This is an optimization exercise on Yosys and OpenROAD, whose aim is small area, a short achievable clock period and few clock cycles, not a production implementation.

==> inputs of job 1225 <==
// taylor_sine
module taylor_sine(
    input clock,
    input reset,
    input start_in,
    input signed [11:0] x_in,
    output reg ready_out,
    output [11:0] sin_out
);
reg armed;
reg [5:1] ph;           
reg [11:0] t, n2, acc;
reg [5:0] b_one, b_two, b_neg;    
wire idle = ~|ph;
wire go   = idle && armed && start_in;
wire [10:0] u = ~n2[10:0];
wire big = (u >= 11'd1624 && u < 11'd1632) || (u >= 11'd1654 && u < 11'd1864) ||
           (u >= 11'd1868 && u < 11'd1912) || (u >= 11'd1916 && u < 11'd1918) ||
           (u >= 11'd1954 && u < 11'd1962);
wire n2_pos = !n2[11] && (n2[10:0] != 11'd0);
wire m3 = n2_pos && t[11];
wire m12 = n2[11] && ($signed(t) <= -12'sd49);
wire [1:0] m = m3 ? 2'd3 : m12 ? (big ? 2'd2 : 2'd1) : 2'd0;
wire [11:0] bnext = (idle | ph[1]) ? x_in : ph[2] ? 12'd171 : ph[3] ? n2 : 12'd51;
reg [5:0] e_one, e_two, e_neg;
reg bm1;
integer i;
always @(*) begin
    for (i = 0; i < 6; i = i + 1) begin
        bm1 = (i == 0) ? 1'b0 : bnext[2*i-1];
        e_one[i] = bnext[2*i] ^ bm1;
        e_two[i] = (bnext[2*i+1] & ~bnext[2*i] & ~bm1) | (~bnext[2*i+1] & bnext[2*i] & bm1);
        e_neg[i] = bnext[2*i+1];
    end
end
reg [12:0] e0, e1, e2, e3, e4, e5;
reg [12:0] v;
always @(*) begin
    for (i = 0; i < 6; i = i + 1) begin
        v = b_one[i] ? {t[11], t} : b_two[i] ? {t, 1'b0} : 13'd0;
        case (i)
            0: e0 = v ^ {13{b_neg[i]}};
            1: e1 = v ^ {13{b_neg[i]}};
            2: e2 = v ^ {13{b_neg[i]}};
  ...
clock: 10.0 ns
lec_check: 0
cap_margin: 20
core_margin: 2
core_utilization: 65
cts_buf_list: sky130_fd_sc_hd__clkbuf_4 sky130_fd_sc_hd__clkbuf_8
setup_slack_margin: 4
slew_margin: 20
run.sh (not shown) runs the stock make flow with config.mk's settings and CLKGATE_MAP_FILE= SYNTH_SCRIPT=/design/flow/synth_recipe.tcl, a recipe that flattens the netlist after the stock synthesis.
==> job 1250: changes against job 1225 <==
--- a/flow/design.v
+++ b/flow/design.v
@@ -15,15 +15,17 @@
 wire [10:0] u = ~n2[10:0];
 wire big = (u >= 11'd1624 && u < 11'd1632) || (u >= 11'd1654 && u < 11'd1864) ||
            (u >= 11'd1868 && u < 11'd1912) || (u >= 11'd1916 && u < 11'd1918) ||
            (u >= 11'd1954 && u < 11'd1962);
 wire n2_pos = !n2[11] && (n2[10:0] != 11'd0);
 wire m3 = n2_pos && t[11];
-wire m12 = n2[11] && ($signed(t) <= -12'sd49);
+wire signed [11:0] c0 = t;
+wire m12 = n2[11] && (c0 <= -12'sd49);
 wire [1:0] m = m3 ? 2'd3 : m12 ? (big ? 2'd2 : 2'd1) : 2'd0;
-wire [11:0] bnext = (idle | ph[1]) ? x_in : ph[2] ? 12'd171 : ph[3] ? n2 : 12'd51;
+wire [11:0] bnext = (go | ph[1]) ? x_in : ph[2] ? 12'd171 : ph[3] ? n2 :
+                    ph[4] ? 12'd51 : 12'd1024;
 reg [5:0] e_one, e_two, e_neg;
 reg bm1;
 integer i;
 always @(*) begin
     for (i = 0; i < 6; i = i + 1) begin
         bm1 = (i == 0) ? 1'b0 : bnext[2*i-1];
@@ -170,12 +172,76 @@
 wire hs60 = 1'b1 ^ (e5[11] | acc[11]);
 wire hc60 = 1'b1 & (e5[11] | acc[11]);
 wire [21:0] ps = {hs60, fs59, fs58, fs57, fs56, fs55, fs54, fs53, fs52, fs51, fs50, fs49, fs48, fs47, fs46, fs45, fs44, fs43, hs42, hs41, e0[1], e0[0]};
 wire [21:0] pc = {fc59, fc58, fc57, fc56, fc55, fc54, fc53, fc52, fc51, fc50, fc49, fc48, fc47, fc46, fc45, fc44, fc43, hc42, hc41, b_neg[1], 1'b0, b_neg[0]};
 wire [21:0] prod = ps + pc;
 wire [11:0] res = prod[21:10];
+wire [11:0] acc_k = {10'h3ff, ~m};
+wire [11:0] acc_a = x_in ^ t ^ acc_k;
+wire [11:0] acc_b = {(x_in[10:0] & t[10:0]) | (x_in[10:0] & acc_k[10:0]) | (t[10:0] & acc_k[10:0]), 1'b0};
+wire acc_sum_g0 = (acc_a[0] & acc_b[0]) | ((acc_a[0] ^ acc_b[0]) & 1'b1);
+wire acc_sum_p0 = acc_a[0] ^ acc_b[0];
+wire acc_sum_g1 = acc_a[1] & acc_b[1];
+wire acc_sum_p1 = acc_a[1] ^ acc_b[1];
+wire acc_sum_g2 = acc_a[2] & acc_b[2];
+wire acc_sum_p2 = acc_a[2] ^ acc_b[2];
+wire acc_sum_g3 = acc_a[3] & acc_b[3];
+wire acc_sum_p3 = acc_a[3] ^ acc_b[3];
+wire acc_sum_g4 = acc_a[4] & acc_b[4];
+wire acc_sum_p4 = acc_a[4] ^ acc_b[4];
+wire acc_sum_g5 = acc_a[5] & acc_b[5];
+wire acc_sum_p5 = acc_a[5] ^ acc_b[5];
+wire acc_sum_g6 = acc_a[6] & acc_b[6];
+wire acc_sum_p6 = acc_a[6] ^ acc_b[6];
+wire acc_sum_g7 = acc_a[7] & acc_b[7];
+wire acc_sum_p7 = acc_a[7] ^ acc_b[7];
+wire acc_sum_g8 = acc_a[8] & acc_b[8];
+wire acc_sum_p8 = acc_a[8] ^ acc_b[8];
+wire acc_sum_g9 = acc_a[9] & acc_b[9];
+wire acc_sum_p9 = acc_a[9] ^ acc_b[9];
+wire acc_sum_g10 = acc_a[10] & acc_b[10];
+wire acc_sum_p10 = acc_a[10] ^ acc_b[10];
+wire acc_sum_g11 = acc_a[11] & acc_b[11];
+wire acc_sum_p11 = acc_a[11] ^ acc_b[11];
+wire acc_sum_G0 = acc_sum_g1 | (acc_sum_p1 & acc_sum_g0);
+wire acc_sum_P0 = acc_sum_p1 & acc_sum_p0;
+wire acc_sum_G1 = acc_sum_g3 | (acc_sum_p3 & acc_sum_g2);
+wire acc_sum_P1 = acc_sum_p3 & acc_sum_p2;
+wire acc_sum_G2 = acc_sum_g5 | (acc_sum_p5 & acc_sum_g4);
+wire acc_sum_P2 = acc_sum_p5 & acc_sum_p4;
+wire acc_sum_G3 = acc_sum_g7 | (acc_sum_p7 & acc_sum_g6);
+wire acc_sum_P3 = acc_sum_p7 & acc_sum_p6;
+wire acc_sum_G4 = acc_sum_g9 | (acc_sum_p9 & acc_sum_g8);
+wire acc_sum_P4 = acc_sum_p9 & acc_sum_p8;
+wire acc_sum_G5 = acc_sum_g11 | (acc_sum_p11 & acc_sum_g10);
+wire acc_sum_P5 = acc_sum_p11 & acc_sum_p10;
+wire acc_sum_G6 = acc_sum_G1 | (acc_sum_P1 & acc_sum_G0);
+wire acc_sum_P6 = acc_sum_P1 & acc_sum_P0;
+wire acc_sum_G7 = acc_sum_G3 | (acc_sum_P3 & acc_sum_G2);
+wire acc_sum_P7 = acc_sum_P3 & acc_sum_P2;
+wire acc_sum_G8 = acc_sum_G5 | (acc_sum_P5 & acc_sum_G4);
+wire acc_sum_P8 = acc_sum_P5 & acc_sum_P4;
+wire acc_sum_G9 = acc_sum_G7 | (acc_sum_P7 & acc_sum_G6);
+wire acc_sum_P9 = acc_sum_P7 & acc_sum_P6;
+wire acc_sum_G10 = acc_sum_G8 | (acc_sum_P8 & acc_sum_G9);
+wire acc_sum_P10 = acc_sum_P8 & acc_sum_P9;
+wire acc_sum_G11 = acc_sum_G2 | (acc_sum_P2 & acc_sum_G6);
+wire acc_sum_P11 = acc_sum_P2 & acc_sum_P6;
+wire acc_sum_G12 = acc_sum_G4 | (acc_sum_P4 & acc_sum_G9);
+wire acc_sum_P12 = acc_sum_P4 & acc_sum_P9;
+wire acc_sum_G13 = acc_sum_g2 | (acc_sum_p2 & acc_sum_G0);
+wire acc_sum_P13 = acc_sum_p2 & acc_sum_P0;
+wire acc_sum_G14 = acc_sum_g4 | (acc_sum_p4 & acc_sum_G6);
+wire acc_sum_P14 = acc_sum_p4 & acc_sum_P6;
+wire acc_sum_G15 = acc_sum_g6 | (acc_sum_p6 & acc_sum_G11);
+wire acc_sum_P15 = acc_sum_p6 & acc_sum_P11;
+wire acc_sum_G16 = acc_sum_g8 | (acc_sum_p8 & acc_sum_G9);
+wire acc_sum_P16 = acc_sum_p8 & acc_sum_P9;
+wire acc_sum_G17 = acc_sum_g10 | (acc_sum_p10 & acc_sum_G12);
+wire acc_sum_P17 = acc_sum_p10 & acc_sum_P12;
+wire [11:0] acc_sum = {(acc_sum_p11 ^ acc_sum_G17), (acc_sum_p10 ^ acc_sum_G12), (acc_sum_p9 ^ acc_sum_G16), (acc_sum_p8 ^ acc_sum_G9), (acc_sum_p7 ^ acc_sum_G15), (acc_sum_p6 ^ acc_sum_G11), (acc_sum_p5 ^ acc_sum_G14), (acc_sum_p4 ^ acc_sum_G6), (acc_sum_p3 ^ acc_sum_G13), (acc_sum_p2 ^ acc_sum_G0), (acc_sum_p1 ^ acc_sum_g0), (acc_sum_p0 ^ 1'b1)};
 always @(posedge clock) begin
     if (reset) begin
         ready_out <= 1'b0;
         armed <= 1'b1;
         ph <= 5'd0;
     end else begin
@@ -191,13 +257,12 @@
     end
 end
 always @(posedge clock) begin
     b_one <= e_one;
     b_two <= e_two;
     b_neg <= e_neg;
-    acc <= ph[4] ? x_in + t - {10'd0, m} : 12'd0;
-    if (go) t <= x_in;
+    acc <= ph[4] ? acc_sum : 12'd0;
     if (ph[1]) n2 <= ~res;
-    if (ph[1] | ph[2] | ph[3] | ph[4] | ph[5]) t <= res ^ {12{ph[1]}};
+    t <= go ? x_in : res ^ {12{ph[1]}};
 end
 assign sin_out = t;
 endmodule
ABC_AREA = 1   (was unset)
CTS_BUF_LIST = sky130_fd_sc_hd__clkbuf_8   (was sky130_fd_sc_hd__clkbuf_4 sky130_fd_sc_hd__clkbuf_8)
==> comparison <==
Against job 1250, the cell area of job 1225 is lower by about 7%. Against job 1250, the via count of job 1225 is lower by about 15%. Between job 1250 and job 1225, the lower critical path depth is in job 1225 (gap 6). Sequential share of layout area: job 1225 is higher than job 1250 (3.0 points). Of job 1225 and job 1250, job 1250 has the higher die area (gap about 8%, measured against job 1250). Count of clock-buffer cells in the layout: job 1250 is lower than job 1225 (2). In job 1225 the core utilization is lower than in job 1250, by 0.51 points.
==> figures <==
| quantity | job 1225 | job 1250 |
|---|---|---|
| Result of the run | timing/DRC/antenna clean | timing/DRC/antenna clean |
| Highest clock rate | 0.1890 GHz | 0.1784 GHz |
| Die Area | 11180 µm² | 12120 µm² |
| Vias in the first global route | 5837 | 6387 |
| Hold Path Sink | ph[1] | ready_out |
| Cell area after layout | 7237 µm² | 7792 µm² |
| Top sig layer | met4 | met5 |
| Relative slew margins | 0.2796 | 0.2678 |
| Count of multi-input gates | 643 | 736 |
| Count of cells along the worst register-to-register path | 15 | 21 |
| Hold_ws | 0.4922 ns | 0.5348 ns |
| Mux cell area share after synthesis | 0.004650 | 0 |
| Routed length on met2 | 9187 µm | 9825 µm |
| Routed length per instance | 18.94 µm | 17.71 µm |
| Non-clock buffers, area share | 0.03838 | 0.03468 |
| Initial drt markers | 476 | 675 |
| Worst r2r src | t[9] | t[7] |
Function was not checked in any run of this note: the RTL went through the layout flow alone.

-- static timing again, ports no longer ideal --
The results above use ideal ports. As a check the final layouts listed here were re-extracted and re-timed, cells and wires unchanged.
Step 1: set_driving_cell puts a clkbuf_16 on clock and a buf_2 on each other input, an assumption about the parent block.
Step 2, shift: input delay + t, output delay - t, t = (earliest + latest rising clock arrival at the registers) / 2. This alone moves slack from input paths to output paths.
Three values: ideal ports, drivers, drivers and shift; two values: the first two.
run	t, ns	setup slack, ns	worst hold slack (ns)
job 1225	0.391	4.709 / 4.709 / 4.709	0.492 / 0.492 / 0.492
job 1250	0.384	4.393 / 4.393 / 4.393	0.535 / 0.535 / 0.535
After both steps setup and hold are still met in every run listed.
